This design comes from an exercise in tuning for small area and a short achievable clock period on the open sky130 flow, not from production work. Only simulation tests tie the RTL to the original design; equivalence was not proved. Power is estimated from default activity; no workload was simulated.

==> flow/design.v <==
module master_apb (
input PCLK,
input PRESETn,
input transfer,
output reg PENABLE
);
reg setup_q;
always @(posedge PCLK or negedge PRESETn)
begin
if(!PRESETn)
begin
setup_q<=1'b0;
PENABLE<=1'b0;
end
else
begin
setup_q<=transfer&~setup_q;
PENABLE<=setup_q;
end
end
endmodule
module RAM_slave #(parameter ADDRESS=8, parameter DATA=8, parameter LOCATION=64)(
input PCLK,PRESETn,
input PENABLE,
input PWRITE,
input [ADDRESS-1:0] waddr,
input [ADDRESS-1:0] raddr,
input [DATA-1:0] pwdata,
output reg [DATA-1:0] rdata
);
reg [DATA-1:0] memory [0:63];
reg [7:0] w_row, w_bank;    
reg [DATA-1:0] wr_data_n;   
wire [7:0] w_row_d, w_bank_d;
onehot8 w_row_dec (.en(PENABLE & PWRITE & (waddr < LOCATION)), .a(waddr[2:0]), .y(w_row_d));
dec8 w_bank_dec (.a(waddr[5:3]), .y(w_bank_d));
always @(posedge PCLK or negedge PRESETn)
begin
if(!PRESETn)
w_row<=8'b0;
else
w_row<=w_row_d;
end
always @(posedge PCLK)
begin
w_bank<=w_bank_d;
wr_data_n<=~pwdata;
end
wire rd = PENABLE & ~PWRITE;
wire [7:0] r_row [0:DATA/2-1];
wire [7:0] r_bank;
onehot8 r_bank_dec (.en(rd & (raddr < LOCATION)), .a(raddr[5:3]), .y(r_bank));
genvar g, b;
generate
for (b=0; b<DATA/2; b=b+1) begin : rdec
dec8 r_row_dec (.a(raddr[2:0]), .y(r_row[b]));
end
for (g=0; g<64; g=g+1) begin : loc
wire [DATA-1:0] d;
ram_row_next #(.DATA(DATA)) nxt (.bank(w_bank[g/8]), .row(w_row[g%8]), .wd_n(wr_data_n), .q(memory[g]), .d(d));
always @(posedge PCLK or negedge PRESETn)
begin
if(!PRESETn)
memory[g]<='b0;
else
memory[g]<=d;
end
end
for (b=0; b<DATA; b=b+1) begin : rbit
wire [7:0] bank_data;
wire rnext;
for (g=0; g<8; g=g+1) begin : bank
sel8 s (.sel(r_row[b/2]), .d({memory[8*g+7][b], memory[8*g+6][b], memory[8*g+5][b], memory[8*g+4][b],
                         memory[8*g+3][b], memory[8*g+2][b], memory[8*g+1][b], memory[8*g][b]}),
        .y(bank_data[g]));
end
sel8_hold s (.sel(r_bank), .d(bank_data), .hold(~rd), .q(rdata[b]), .y(rnext));
always @(posedge PCLK or negedge PRESETn)
begin
if(!PRESETn)
rdata[b]<=1'b0;
else
rdata[b]<=rnext;
end
end
endgenerate
endmodule
module ram_row_next #(parameter DATA=8)(
input bank, row,
input [DATA-1:0] wd_n,
input [DATA-1:0] q,
output [DATA-1:0] d
);
wire nwe = ~(bank & row);
genvar b;
generate
for (b=0; b<DATA; b=b+1) begin : bc
ram_bit_next nxt (.nwe(nwe), .wd_n(wd_n[b]), .q(q[b]), .d(d[b]));
end
endgenerate
endmodule
module ram_bit_next (
input nwe,
input wd_n,
input q,
output d
);
assign d = ~((wd_n | nwe) & ~(q & nwe));
endmodule
module onehot8 (
input en,
input [2:0] a,
output [7:0] y
);
assign y = en ? (8'b1 << a) : 8'b0;
endmodule
module dec8 (
input [2:0] a,
output [7:0] y
);
assign y = 8'b1 << a;
endmodule
module sel8 (
input [7:0] sel,
input [7:0] d,
output y
);
assign y = |(sel & d);
endmodule
module sel8_hold (
input [7:0] sel,
input [7:0] d,
input hold,
input q,
output y
);
assign y = |(sel & d) | (hold & q);
endmodule
module apb_top #(parameter ADDRESS=8, parameter DATA =8, parameter LOCATION=64)(
input PCLK,PRESETn,transfer,READ_WRITE,
input [ADDRESS-1:0] apb_write_paddr,apb_read_paddr,
input [DATA-1:0] apb_write_data,
output [DATA-1:0] apb_read_data_out);
wire PENABLE;
master_apb master(
.PCLK(PCLK),
.PRESETn(PRESETn),
.transfer(transfer),
.PENABLE(PENABLE));
RAM_slave #(.ADDRESS(ADDRESS),.DATA(DATA), .LOCATION(LOCATION)) slave_dut (
.PCLK(PCLK),
.PRESETn(PRESETn),
.PENABLE(PENABLE),
.PWRITE(READ_WRITE),
.waddr(apb_write_paddr),
.raddr(apb_read_paddr),
.pwdata(apb_write_data),
.rdata(apb_read_data_out)
);
endmodule
Settings: LEC_CHECK=0, CAP_MARGIN=20, CORE_MARGIN=2, CORE_UTILIZATION=40, PLACE_DENSITY=0.6, SETUP_SLACK_MARGIN=2.75, SLEW_MARGIN=20, SYNTH_HIERARCHICAL=1, TNS_END_PERCENT=10; clock period 5.0 ns.
standard.sh (not shown) runs the stock make flow with config.mk's settings and CLKGATE_MAP_FILE= SYNTH_SCRIPT=/design/flow/synth_recipe.tcl, a recipe that flattens the netlist after the stock synthesis.
==> flow/flow/run.sh <==
#!/bin/bash
# The standard layout (standard.sh, synthesis unchanged) with three changes
# to how the layout is made:
#  - the resizer may pick any size of a cell, not only cells of the same footprint
#  - ports are buffered with buf_2 instead of the delay buffer buffer_ports picks
#  - larger clock-sink clusters and no CTS dummy loads
# Each tool's output stays in orfs/logs/; make's output goes to standard.log.
set -e
bash standard.sh \
  MATCH_CELL_FOOTPRINT=0 \
  "BUFFER_PORTS_ARGS=-buffer_cell sky130_fd_sc_hd__buf_2" \
  "CTS_ARGS=-sink_clustering_enable -repair_clock_nets -sink_clustering_size 30 -sink_clustering_max_diameter 100 -dont_use_dummy_load" \
  finish > standard.log 2>&1
The baseline finished with timing, DRC and antenna clean.
Then changed:
--- a/flow/flow/run.sh
+++ b/flow/flow/run.sh
@@ -11,3 +11,4 @@
   "BUFFER_PORTS_ARGS=-buffer_cell sky130_fd_sc_hd__buf_2" \
-  "CTS_ARGS=-sink_clustering_enable -repair_clock_nets -sink_clustering_size 30 -sink_clustering_max_diameter 100 -dont_use_dummy_load" \
+  "CTS_ARGS=-sink_clustering_enable -repair_clock_nets -sink_clustering_size 25 -sink_clustering_max_diameter 100 -dont_use_dummy_load" \
+  "SETUP_MOVE_SEQUENCE=sizeup,swap,buffer,clone,split" \
   finish > standard.log 2>&1
SETUP_SLACK_MARGIN = 2.8   (was 2.75)
=> Power went up slightly. Hold slack is better by 0.0072 ns. Global-route usage barely changes. Fmax went up by a few percent. Setup slack is better by 0.088 ns. Non-clock buffer count went up by 3.

separate check: timing with driven ports:
The results above use ideal ports. As a check the final layouts listed here were re-extracted and re-timed, cells and wires unchanged. Step 1: set_driving_cell puts a clkbuf_16 on PCLK and a buf_2 on each other input, an assumption about the parent block. Step 2 moves the port delays by t, midway between the first and last clock arrival at a register: inputs arrive t later, outputs are due t later. That takes back most of the time a late clock gives input paths. Slacks: ideal / step 1 / step 2; pairs: ideal / step 1.
run	shift t [ns]	slack for setup (ns)	worst setup path at the end	worst slew at a driven data input, ns	cell pins on the clock port's net
the first run	0.643	2.657 / 2.596 / 2.085	input to register	0.06	1
the second run	0.635	2.746 / 2.720 / 2.106	input to register	0.06	1
After both steps every run listed still meets setup and hold. The setup slack of the second run, which loses most, moves by -0.026 ns with the drivers and by -0.640 ns with both steps.
